This is an optimization exercise on Yosys and OpenROAD, whose aim is small area, not a production implementation.
Only simulation tests tie the RTL to the original design; equivalence was not proved.
Power figures rest on the tool's default switching activity, not on a simulated workload.

== the baseline ==
Design part1, start of the top module:
module part1(clk, rst, imem_addr, imem_data, dmem_addr, dmem_wdata, dmem_we, dmem_re, dmem_rdata, wb_we, wb_addr, wb_data);
input clk;
input rst;
output [15:0] imem_addr;
input  [15:0] imem_data;
output [15:0] dmem_addr;
output [15:0] dmem_wdata;
output dmem_we;
output dmem_re;
input  [15:0] dmem_rdata;
output wb_we;
output [3:0] wb_addr;
output [15:0] wb_data;
function [15:0] rev16;
    input [15:0] v;
    integer n;
    begin
        for (n = 0; n < 16; n = n + 1) rev16[n] = v[15-n];
    end
endfunction
reg [15:0] pc;
reg [15:0] a_x;      
reg [15:0] b_x;      
reg [15:0] npc_x;    
reg [3:0]  imm_x;    
reg [3:0]  op_x;     
reg [3:0]  wa_x;     
reg [15:0] res_m;
reg [15:0] sd_m;
reg [3:0]  wa_m;
reg        wen_m, we_m, re_m;
reg [15:0] wd_w;
reg [3:0]  wa_w;
reg        wen_w;
wire [15:0] wdr = wd_w & {16{~rst}};
wire [239:0] rf;
genvar gi;
generate
    for (gi = 1; gi < 16; gi = gi + 1) begin : g_rf
        reg [15:0] q;
        wire en = rst | (wen_w && wa_w == gi);
        wire [15:0] d = (gi == 1) ? (wdr | {13'd0, rst, 1'b0, rst}) : wdr;
        always @(posedge clk)
            if (en)
                q <= d;
        assign rf[(gi-1)*16 +: 16] = q;
    end
endgenerate
wire [15:0] inst = imem_data;
wire [3:0] op = inst[15:12];
wire [3:0] fA = inst[11:8];
wire [3:0] fB = inst[7:4];
wire [3:0] fC = inst[3:0];
wire d_sll = (op == 4'h4);
wire d_srl = (op == 4'h5);
wire d_sw  = (op == 4'h9);
wire d_beq = (op == 4'ha);
wire d_jr  = (op == 4'hb);
wire d_j   = (op == 4'hc);
wire d_jal = (op == 4'hd);
wire [3:0] ra2 = (d_sll | d_srl) ? 4'd0 : (d_sw | d_beq) ? fA : fC;
wire [15:0] sel1, sel2;
genvar gs;
generate
    for (gs = 0; gs < 16; gs = gs + 1) begin : g_sel
        assign sel1[gs] = (fB == gs);
        assign sel2[gs] = (ra2 == gs);
    end
endgenerate
wire [15:0] rd1, rd2;
rdport rp1 (.sel(sel1), .r(rf), .o(rd1));
rdport rp2 (.sel(sel2), .r(rf), .o(rd2));
wire x_beq = (op_x == 4'ha);
wire x_jal = (op_x == 4'hd);
wire x_mem = op_x[3];
wire x_sub = ~op_x[3] & ((op_x[2:0] == 3'd1) | (op_x[2:0] == 3'd6));
wire [15:0] xab = a_x ^ b_x;
wire zero_x;
wire [15:0] b2 = x_mem ? {12'd0, imm_x} : b_x;
wire [15:0] sum;
wire cout;
add16 u_add (.a(a_x), .b(b2 ^ {16{x_sub}}), .ci(x_sub), .s(sum), .co(cout));
assign zero_x = ~|xab;
wire le = ~cout | zero_x;
wire [15:0] prod;
  ...
Size in the first run: about 1,300 cells after synthesis, about 110 I/O pins.
==> flow/config.mk <==
export PLATFORM = sky130hd
export DESIGN_NAME = part1
export DESIGN_NICKNAME = part1
export VERILOG_FILES = /design/flow/design.v
export SDC_FILE = /design/flow/constraint.sdc
export NUM_CORES = 4
export LEC_CHECK = 0
export CAP_MARGIN = 0
export CORE_MARGIN = 2
export CORE_UTILIZATION = 40
export SLEW_MARGIN = 0
export SYNTH_HIERARCHICAL = 1
==> flow/constraint.sdc <==
create_clock -name core_clock -period 10.0 [get_ports {clk}]
set_input_delay 2.0000 -clock core_clock [delete_from_list [all_inputs] [get_ports {clk}]]
set_output_delay 2.0000 -clock core_clock [all_outputs]
set_load 0.01 [all_outputs]
standard.sh (not shown) runs the stock make flow with config.mk's settings and CLKGATE_MAP_FILE= SYNTH_SCRIPT=/design/flow/synth_recipe.tcl, a recipe that flattens the netlist after the stock synthesis.
==> flow/flow/run.sh <==
#!/bin/bash
# Layout: the standard ORFS flow (standard.sh), with two changes:
#  - the port buffers are the smallest buffer (buf_1) instead of ORFS's pick;
#  - the clock tree uses larger sink clusters and no dummy loads.
set -euo pipefail
export BUFFER_PORTS_ARGS="-buffer_cell sky130_fd_sc_hd__buf_1"
export CTS_ARGS="-sink_clustering_enable -repair_clock_nets -dont_use_dummy_load -sink_clustering_size 26 -sink_clustering_max_diameter 120 -buf_list sky130_fd_sc_hd__clkbuf_16"
bash standard.sh > standard.log 2>&1
The baseline finished every stage and its layout cleared the timing, design-rule and antenna checks.
diff inputs: the baseline => the candidate
-- flow/flow/run.sh --
<<< the baseline, line 7
export CTS_ARGS="-sink_clustering_enable -repair_clock_nets -dont_use_dummy_load -sink_clustering_size 26 -sink_clustering_max_diameter 120 -buf_list sky130_fd_sc_hd__clkbuf_16"
>>> the candidate, line 7
export CTS_ARGS="-sink_clustering_enable -repair_clock_nets -dont_use_dummy_load -sink_clustering_size 28 -sink_clustering_max_diameter 120 -buf_list sky130_fd_sc_hd__clkbuf_16"
==> results.txt <==
Minimum setup slack in the final design: the candidate better than the baseline
Re wire length on met2: the candidate and the baseline aren't equal, and the lower value belongs to the candidate.
In the candidate, the met2 track utilization from global routing came out 0.21 points below the value in the baseline.
On clock power, the candidate does better than the baseline.
In the candidate, final hold slack is higher than in the baseline.
When the final numbers for the candidate and the baseline were put side by side, the wire length the detailed router placed on met1 turned out to be smaller in the candidate.
~same first-pass GRT wire length in the candidate and the baseline

## re-timing with driven ports
The flow's constraints put no driver on any port. The routed layouts listed below were extracted and timed again, unchanged, in two steps.
Step 1 assumes that a clkbuf_16 drives the clock port and a buf_2 every other input.
Step 2, shift: input delay + t, output delay - t, t = (earliest + latest rising clock arrival at the registers) / 2. This alone moves slack from input paths to output paths.
Slacks: no drivers / after step 1 / after step 2; pairs: no drivers / after step 1.
run | t, ns | setup WS [ns] | worst register clock-pin slew, ns
the baseline | 0.572 | 1.700 / 1.700 / 1.700 | 0.10 / 0.10
the candidate | 0.571 | 1.709 / 1.709 / 1.709 | 0.11 / 0.11
After both steps every run listed still meets setup and hold.
